Context: an optimization exercise on an open-source flow, tuned for a short achievable clock period and few clock cycles. The choices shown serve that exercise and are no tape-out recipe. RTL that was checked went through simulation tests only; none was proved equivalent to the original. Power figures rest on the tool's default switching activity, not on a simulated workload.

==> v26: inputs <==
==> flow/design.v (excerpt) <==
module PMIPS_TOP (
    input  wire CLK,RST,
    output wire [31:0] imem_addr,
    input  wire [31:0] imem_rdata,
    output wire [31:0] dmem_addr,
    output wire [31:0] dmem_wdata,
    output wire        dmem_we,
    input  wire [31:0] dmem_rdata
);
clock: 12.0 ns
lec_check: 0
abc_clock_period_in_ps: 3000
cap_margin: 20
core_margin: 2
core_utilization: 45
cts_cluster_diameter: 60
cts_cluster_size: 30
gpl_routability_driven: 1
place_density: 0.65
slew_margin: 20
standard.sh (not shown) runs the stock make flow with config.mk's settings and CLKGATE_MAP_FILE= SYNTH_SCRIPT=/design/flow/synth_recipe.tcl, a recipe that flattens the netlist after the stock synthesis.
==> flow/flow/run.sh <==
#!/bin/bash
set -euo pipefail
MARGIN=8.4
bash standard.sh SETUP_SLACK_MARGIN=$MARGIN finish > standard.log 2>&1
==> inputs of v17, as changes to v26 <==
--- a/flow/design.v
+++ b/flow/design.v
@@ -1877,31 +1877,37 @@
     output wire [31:0] dmem_addr,
     output wire [31:0] dmem_wdata,
     output wire        dmem_we,
     input  wire [31:0] dmem_rdata
 );
 localparam MQW = 338;    
-reg  [31:2] pc_f;
+reg  [31:2] pc_f, pcx_f;
 reg         bv [0:3];
 reg  [11:2] btag [0:3];
 reg  [31:2] bdst [0:3];
 reg  [1:0]  brr;
+reg         bw_v;
+reg  [1:0]  bw_i;
+reg  [11:2] bw_tag;
+reg  [31:2] bw_dst;
 reg  [31:0] ins_d;
 reg  [31:2] pc_d, pcp4_d, npc_d;
 reg         v_d, hit_d;
 reg  [1:0]  hidx_d;
 reg  [31:0] opa_e, opb_e, ops_e;
 reg         fa_e, fb_e, fs_e, na_e, nb_e, ns_e;
+reg         fam_e, nam_e, fbm_e, nbm_e;      
+reg         kill_e;                          
 reg         add_e, sub_e, slt_e;
 reg         we_e, lw_e, mul_e, sw_e, br_e;
 reg  [4:0]  dst_e;
 reg  [31:2] btgt_e, pcp4_e;
 reg  [11:2] pc_e;
 reg         pt_e, hit_e;
 reg  [1:0]  hidx_e;
-reg  [31:0] alu_m, st_m;
+reg  [31:0] alu_m, st_m, addr_m;
 reg         we_m, lw_m, mul_m, sw_m;
 reg  [4:0]  dst_m;
 reg  [MQW-1:0] mq_m;
 reg  [31:0] res_w, mx_w, my_w;
 reg         we_w, mul_w;
 reg  [4:0]  dst_w;
@@ -1918,13 +1924,13 @@
       else if (we_w && dst_w == gi) r <= wres;
     end
     assign rf_flat[gi*32 +: 32] = r;
   end
 endgenerate
 wire [31:2] pcp4_f = pc_f + 30'd1;
-assign imem_addr = {pc_f, 2'b00};
+assign imem_addr = {pcx_f, 2'b00};
 wire [3:0] bhit;
 genvar gb;
 generate
   for (gb = 0; gb < 4; gb = gb + 1) begin : BH
     assign bhit[gb] = bv[gb] && (btag[gb] == pc_f[11:2]);
   end
@@ -1984,57 +1990,73 @@
 wire [31:0] srcb = ({32{fb_e}} & alu_m) | ({32{nb_e}} & opb_e);
 wire [31:0] stv  = ({32{fs_e}} & alu_m) | ({32{ns_e}} & ops_e);
 wire [31:0] sum_e = srca + srcb;
 wire [32:0] dif_e = {1'b0, srca} + {1'b0, ~srcb} + 33'd1;
 wire        ltu_e = !dif_e[32];
 wire [31:0] alu_e = ({32{add_e}} & sum_e) | ({32{sub_e}} & dif_e[31:0]) | {32{slt_e && ltu_e}};
-wire eq_e       = (srca == srcb);
-wire redirect_e = br_e && (eq_e != pt_e);
+wire eq_ab = (opa_e == opb_e);
+wire eq_mb = (alu_m == opb_e);
+wire eq_am = (opa_e == alu_m);
+wire eq_e  = (fa_e && fb_e) || (fa_e && nb_e && eq_mb) || (na_e && fb_e && eq_am) ||
+             (na_e && nb_e && eq_ab);
+wire redirect_e = br_e && !kill_e && (eq_e != pt_e);
 wire [31:2] etgt_e = pt_e ? pcp4_e : btgt_e;
 wire redirect_d = v_d && !ok_d && !redirect_e;
-wire bins_e = br_e && eq_e && !pt_e;
+wire bins_e = br_e && !kill_e && eq_e && !pt_e;
 wire bins_d = redirect_d && (is_j || bsame_d);
 wire [MQW-1:0] mq_e;
-mul_tree1 MT1 (.a(srca), .b(srcb), .q(mq_e));
-assign dmem_addr  = alu_m;
+wire [31:0] mula = ({32{fam_e}} & alu_m) | ({32{nam_e}} & opa_e);
+wire [31:0] mulb = ({32{fbm_e}} & alu_m) | ({32{nbm_e}} & opb_e);
+mul_tree1 MT1 (.a(mula), .b(mulb), .q(mq_e));
+assign dmem_addr  = addr_m;
 assign dmem_wdata = st_m;
 assign dmem_we    = sw_m;
 wire [31:0] mx_m, my_m;
 mul_tree2 MT2 (.q(mq_m), .x(mx_m), .y(my_m));
-wire go_d = v_d && !stall_d && !redirect_e;    
+wire go_d = v_d && !stall_d;    
+wire        redir = redirect_e || redirect_d;
+wire [31:2] rtgt  = redirect_e ? etgt_e : rtgt_d;
 always @(posedge CLK or negedge RST) begin
   if (!RST) begin
     pc_f <= 30'd0;
+    pcx_f <= 30'd0;
     v_d  <= 1'b0;
+    kill_e <= 1'b0;
+    bw_v <= 1'b0;
     bv[0] <= 1'b0; bv[1] <= 1'b0; bv[2] <= 1'b0; bv[3] <= 1'b0;
     brr  <= 2'd0;
     we_e <= 1'b0; lw_e <= 1'b0; mul_e <= 1'b0; sw_e <= 1'b0; br_e <= 1'b0;
     we_m <= 1'b0; lw_m <= 1'b0; mul_m <= 1'b0; sw_m <= 1'b0;
     we_w <= 1'b0; mul_w <= 1'b0;
   end else begin
     if (redirect_e)      pc_f <= etgt_e;
     else if (redirect_d) pc_f <= rtgt_d;
     else if (!stall_d)   pc_f <= npc_f;
+    if (redir)           pcx_f <= rtgt;
+    else if (!stall_d)   pcx_f <= npc_f;
+    bw_v <= bins_e || bins_d;
     if (bins_e) begin
-      bv[hit_e ? hidx_e : brr] <= 1'b1;
+      bw_i <= hit_e ? hidx_e : brr;
       if (!hit_e) brr <= brr + 2'd1;
     end else if (bins_d) begin
-      bv[hit_d ? hidx_d : brr] <= 1'b1;
+      bw_i <= hit_d ? hidx_d : brr;
       if (!hit_d) brr <= brr + 2'd1;
     end
+    if (bw_v) bv[bw_i] <= 1'b1;
+    kill_e <= redirect_e;
     if (redirect_e || redirect_d) v_d <= 1'b0;
     else if (!stall_d)            v_d <= 1'b1;
     we_e   <= go_d && wr_d;
     lw_e   <= go_d && wr_d && is_lw;
     mul_e  <= go_d && wr_d && is_mul;
     sw_e   <= go_d && is_sw;
     br_e   <= go_d && bdiff_d;
-    we_m   <= we_e;
-    lw_m   <= lw_e;
-    mul_m  <= mul_e;
-    sw_m   <= sw_e;
+    we_m   <= we_e && !kill_e;
+    lw_m   <= lw_e && !kill_e;
+    mul_m  <= mul_e && !kill_e;
+    sw_m   <= sw_e && !kill_e;
     we_w   <= we_m;
     mul_w  <= mul_m;
   end
 end
 always @(posedge CLK) begin
   if (!stall_d) begin
@@ -2043,38 +2065,47 @@
     pcp4_d <= pcp4_f;
     npc_d  <= npc_f;
     hit_d  <= hit_f;
     hidx_d <= hidx_f;
   end
   if (bins_e) begin
-    btag[hit_e ? hidx_e : brr] <= pc_e;
-    bdst[hit_e ? hidx_e : brr] <= btgt_e;
-  end else if (bins_d) begin
-    btag[hit_d ? hidx_d : brr] <= pc_d[11:2];
-    bdst[hit_d ? hidx_d : brr] <= rtgt_d;
+    bw_tag <= pc_e;
+    bw_dst <= btgt_e;
+  end else begin
+    bw_tag <= pc_d[11:2];
+    bw_dst <= rtgt_d;
+  end
+  if (bw_v) begin
+    btag[bw_i] <= bw_tag;
+    bdst[bw_i] <= bw_dst;
   end
   opa_e  <= rsv_d;
   opb_e  <= use_imm ? imm_d : rtv_d;
   ops_e  <= rtv_d;
   fa_e   <= rs_e;
   na_e   <= !rs_e;
   fb_e   <= !use_imm && rt_e;
   nb_e   <= use_imm || !rt_e;
   fs_e   <= rt_e;
   ns_e   <= !rt_e;
+  fam_e  <= is_mul && rs_e;
+  nam_e  <= is_mul && !rs_e;
+  fbm_e  <= is_mul && rt_e;
+  nbm_e  <= is_mul && !rt_e;
   add_e  <= !(is_sub || is_slt);
   sub_e  <= is_sub;
   slt_e  <= is_slt;
   dst_e  <= dst_d;
   btgt_e <= btgt_d;
   pcp4_e <= pcp4_d;
   pc_e   <= pc_d[11:2];
   pt_e   <= tk_ok;
   hit_e  <= hit_d;
   hidx_e <= hidx_d;
   alu_m  <= alu_e;
+  addr_m <= sum_e;
   st_m   <= stv;
   dst_m  <= dst_e;
   mq_m   <= mq_e;
   res_w  <= mval;
   mx_w   <= mx_m;
   my_w   <= my_m;
==> flow/flow/run.sh (replaced) <==
#!/bin/bash
set -euo pipefail
MARGIN=8.3
bash standard.sh SETUP_SLACK_MARGIN=$MARGIN finish > standard.log 2>&1
==> inputs of v31, as changes to v26 <==
--- a/flow/design.v
+++ b/flow/design.v
@@ -1877,31 +1877,37 @@
     output wire [31:0] dmem_addr,
     output wire [31:0] dmem_wdata,
     output wire        dmem_we,
     input  wire [31:0] dmem_rdata
 );
 localparam MQW = 338;    
-reg  [31:2] pc_f;
+reg  [31:2] pc_f, pcx_f;
 reg         bv [0:3];
 reg  [11:2] btag [0:3];
 reg  [31:2] bdst [0:3];
 reg  [1:0]  brr;
+reg         bw_v;
+reg  [1:0]  bw_i;
+reg  [11:2] bw_tag;
+reg  [31:2] bw_dst;
 reg  [31:0] ins_d;
 reg  [31:2] pc_d, pcp4_d, npc_d;
 reg         v_d, hit_d;
 reg  [1:0]  hidx_d;
 reg  [31:0] opa_e, opb_e, ops_e;
 reg         fa_e, fb_e, fs_e, na_e, nb_e, ns_e;
+reg         fam_e, nam_e, fbm_e, nbm_e;      
+reg         kill_e;                          
 reg         add_e, sub_e, slt_e;
 reg         we_e, lw_e, mul_e, sw_e, br_e;
 reg  [4:0]  dst_e;
 reg  [31:2] btgt_e, pcp4_e;
 reg  [11:2] pc_e;
 reg         pt_e, hit_e;
 reg  [1:0]  hidx_e;
-reg  [31:0] alu_m, st_m;
+reg  [31:0] alu_m, st_m, addr_m;
 reg         we_m, lw_m, mul_m, sw_m;
 reg  [4:0]  dst_m;
 reg  [MQW-1:0] mq_m;
 reg  [31:0] res_w, mx_w, my_w;
 reg         we_w, mul_w;
 reg  [4:0]  dst_w;
@@ -1918,25 +1924,27 @@
       else if (we_w && dst_w == gi) r <= wres;
     end
     assign rf_flat[gi*32 +: 32] = r;
   end
 endgenerate
 wire [31:2] pcp4_f = pc_f + 30'd1;
-assign imem_addr = {pc_f, 2'b00};
+assign imem_addr = {pcx_f, 2'b00};
 wire [3:0] bhit;
 genvar gb;
 generate
   for (gb = 0; gb < 4; gb = gb + 1) begin : BH
     assign bhit[gb] = bv[gb] && (btag[gb] == pc_f[11:2]);
   end
 endgenerate
 wire        hit_f  = |bhit;
 wire [1:0]  hidx_f = {bhit[3] | bhit[2], bhit[3] | bhit[1]};
 wire [31:2] ptgt_f = ({30{bhit[0]}} & bdst[0]) | ({30{bhit[1]}} & bdst[1]) |
                      ({30{bhit[2]}} & bdst[2]) | ({30{bhit[3]}} & bdst[3]);
-wire [31:2] npc_f  = hit_f ? ptgt_f : pcp4_f;
+wire        jmp_f  = (imem_rdata[31:26] == 6'b000010);
+wire [31:2] jtgt_f = {pcp4_f[31:28], imem_rdata[25:0]};
+wire [31:2] npc_f  = jmp_f ? jtgt_f : hit_f ? ptgt_f : pcp4_f;
 wire [5:0]  op_d = ins_d[31:26];
 wire [4:0]  rs_d = ins_d[25:21];
 wire [4:0]  rt_d = ins_d[20:16];
 wire [4:0]  rd_d = ins_d[15:11];
 wire [5:0]  fn_d = ins_d[5:0];
 wire [31:0] imm_d = {{16{ins_d[15]}}, ins_d[15:0]};
@@ -1984,57 +1992,73 @@
 wire [31:0] srcb = ({32{fb_e}} & alu_m) | ({32{nb_e}} & opb_e);
 wire [31:0] stv  = ({32{fs_e}} & alu_m) | ({32{ns_e}} & ops_e);
 wire [31:0] sum_e = srca + srcb;
 wire [32:0] dif_e = {1'b0, srca} + {1'b0, ~srcb} + 33'd1;
 wire        ltu_e = !dif_e[32];
 wire [31:0] alu_e = ({32{add_e}} & sum_e) | ({32{sub_e}} & dif_e[31:0]) | {32{slt_e && ltu_e}};
-wire eq_e       = (srca == srcb);
-wire redirect_e = br_e && (eq_e != pt_e);
+wire eq_ab = (opa_e == opb_e);
+wire eq_mb = (alu_m == opb_e);
+wire eq_am = (opa_e == alu_m);
+wire eq_e  = (fa_e && fb_e) || (fa_e && nb_e && eq_mb) || (na_e && fb_e && eq_am) ||
+             (na_e && nb_e && eq_ab);
+wire redirect_e = br_e && !kill_e && (eq_e != pt_e);
 wire [31:2] etgt_e = pt_e ? pcp4_e : btgt_e;
 wire redirect_d = v_d && !ok_d && !redirect_e;
-wire bins_e = br_e && eq_e && !pt_e;
+wire bins_e = br_e && !kill_e && eq_e && !pt_e;
 wire bins_d = redirect_d && (is_j || bsame_d);
 wire [MQW-1:0] mq_e;
-mul_tree1 MT1 (.a(srca), .b(srcb), .q(mq_e));
-assign dmem_addr  = alu_m;
+wire [31:0] mula = ({32{fam_e}} & alu_m) | ({32{nam_e}} & opa_e);
+wire [31:0] mulb = ({32{fbm_e}} & alu_m) | ({32{nbm_e}} & opb_e);
+mul_tree1 MT1 (.a(mula), .b(mulb), .q(mq_e));
+assign dmem_addr  = addr_m;
 assign dmem_wdata = st_m;
 assign dmem_we    = sw_m;
 wire [31:0] mx_m, my_m;
 mul_tree2 MT2 (.q(mq_m), .x(mx_m), .y(my_m));
-wire go_d = v_d && !stall_d && !redirect_e;    
+wire go_d = v_d && !stall_d;    
+wire        redir = redirect_e || redirect_d;
+wire [31:2] rtgt  = redirect_e ? etgt_e : rtgt_d;
 always @(posedge CLK or negedge RST) begin
   if (!RST) begin
     pc_f <= 30'd0;
+    pcx_f <= 30'd0;
     v_d  <= 1'b0;
+    kill_e <= 1'b0;
+    bw_v <= 1'b0;
     bv[0] <= 1'b0; bv[1] <= 1'b0; bv[2] <= 1'b0; bv[3] <= 1'b0;
     brr  <= 2'd0;
     we_e <= 1'b0; lw_e <= 1'b0; mul_e <= 1'b0; sw_e <= 1'b0; br_e <= 1'b0;
     we_m <= 1'b0; lw_m <= 1'b0; mul_m <= 1'b0; sw_m <= 1'b0;
     we_w <= 1'b0; mul_w <= 1'b0;
   end else begin
     if (redirect_e)      pc_f <= etgt_e;
     else if (redirect_d) pc_f <= rtgt_d;
     else if (!stall_d)   pc_f <= npc_f;
+    if (redir)           pcx_f <= rtgt;
+    else if (!stall_d)   pcx_f <= npc_f;
+    bw_v <= bins_e || bins_d;
     if (bins_e) begin
-      bv[hit_e ? hidx_e : brr] <= 1'b1;
+      bw_i <= hit_e ? hidx_e : brr;
       if (!hit_e) brr <= brr + 2'd1;
     end else if (bins_d) begin
-      bv[hit_d ? hidx_d : brr] <= 1'b1;
+      bw_i <= hit_d ? hidx_d : brr;
       if (!hit_d) brr <= brr + 2'd1;
     end
+    if (bw_v) bv[bw_i] <= 1'b1;
+    kill_e <= redirect_e;
     if (redirect_e || redirect_d) v_d <= 1'b0;
     else if (!stall_d)            v_d <= 1'b1;
     we_e   <= go_d && wr_d;
     lw_e   <= go_d && wr_d && is_lw;
     mul_e  <= go_d && wr_d && is_mul;
     sw_e   <= go_d && is_sw;
     br_e   <= go_d && bdiff_d;
-    we_m   <= we_e;
-    lw_m   <= lw_e;
-    mul_m  <= mul_e;
-    sw_m   <= sw_e;
+    we_m   <= we_e && !kill_e;
+    lw_m   <= lw_e && !kill_e;
+    mul_m  <= mul_e && !kill_e;
+    sw_m   <= sw_e && !kill_e;
     we_w   <= we_m;
     mul_w  <= mul_m;
   end
 end
 always @(posedge CLK) begin
   if (!stall_d) begin
@@ -2043,38 +2067,47 @@
     pcp4_d <= pcp4_f;
     npc_d  <= npc_f;
     hit_d  <= hit_f;
     hidx_d <= hidx_f;
   end
   if (bins_e) begin
-    btag[hit_e ? hidx_e : brr] <= pc_e;
-    bdst[hit_e ? hidx_e : brr] <= btgt_e;
-  end else if (bins_d) begin
-    btag[hit_d ? hidx_d : brr] <= pc_d[11:2];
-    bdst[hit_d ? hidx_d : brr] <= rtgt_d;
+    bw_tag <= pc_e;
+    bw_dst <= btgt_e;
+  end else begin
+    bw_tag <= pc_d[11:2];
+    bw_dst <= rtgt_d;
+  end
+  if (bw_v) begin
+    btag[bw_i] <= bw_tag;
+    bdst[bw_i] <= bw_dst;
   end
   opa_e  <= rsv_d;
   opb_e  <= use_imm ? imm_d : rtv_d;
   ops_e  <= rtv_d;
   fa_e   <= rs_e;
   na_e   <= !rs_e;
   fb_e   <= !use_imm && rt_e;
   nb_e   <= use_imm || !rt_e;
   fs_e   <= rt_e;
   ns_e   <= !rt_e;
+  fam_e  <= is_mul && rs_e;
+  nam_e  <= is_mul && !rs_e;
+  fbm_e  <= is_mul && rt_e;
+  nbm_e  <= is_mul && !rt_e;
   add_e  <= !(is_sub || is_slt);
   sub_e  <= is_sub;
   slt_e  <= is_slt;
   dst_e  <= dst_d;
   btgt_e <= btgt_d;
   pcp4_e <= pcp4_d;
   pc_e   <= pc_d[11:2];
   pt_e   <= tk_ok;
   hit_e  <= hit_d;
   hidx_e <= hidx_d;
   alu_m  <= alu_e;
+  addr_m <= sum_e;
   st_m   <= stv;
   dst_m  <= dst_e;
   mq_m   <= mq_e;
   res_w  <= mval;
   mx_w   <= mx_m;
   my_w   <= my_m;
==> flow/flow/run.sh (replaced) <==
#!/bin/bash
set -euo pipefail
MARGIN=8.3
bash standard.sh SETUP_SLACK_MARGIN=$MARGIN finish > standard.log 2>&1
==> notes <==
Between v31 and v26, the lower worst hold slack is in v31 (gap 11 ps). The lowest utilization belongs to v31, the highest to v26. Clock power, highest first: v17, v31, v26. Count of clock-buffer cells in the layout, highest first: v17, v31, v26. Between v26 and v17, the lower flip-flop and latch count is in v26 (gap 110). Routed wire length, highest first: v17, v26, v31. Cell area: v17 < v26 < v31.
Testbench counts of v31, summed over its fixed seeds: cycles 34,777.
Function not checked in v26 and v17: the RTL went through the layout flow alone.

## port drivers added, routing unchanged
In the flow no input, the clock included, has a driving cell. The finished layouts below were timed again as built, in two steps.
Step 1 (the two cells are an assumption about what drives the block):
set clk [get_ports {CLK}]
set_driving_cell -lib_cell sky130_fd_sc_hd__clkbuf_16 $clk
set_driving_cell -lib_cell sky130_fd_sc_hd__buf_2 [delete_from_list [all_inputs] $clk]
Step 2, shift: input delay + t, output delay - t, t = (earliest + latest rising clock arrival at the registers) / 2. This alone moves slack from input paths to output paths.
Three values: ideal, step 1, step 2; two values: the first two.
| run | t, ns | setup slack, ns | worst setup path after step 2 |
|---|---|---|---|
| v26 | 0.925 | 7.890 / 7.890 / 7.438 | input to register |
| v17 | 0.942 | 8.048 / 7.956 / 7.536 | input to register |
| v31 | 0.934 | 8.029 / 8.003 / 7.512 | input to register |
After both steps setup and hold are still met in every run listed. For v31, which loses most, drivers alone change the setup slack by -0.026 ns; drivers and shift together by -0.517 ns.
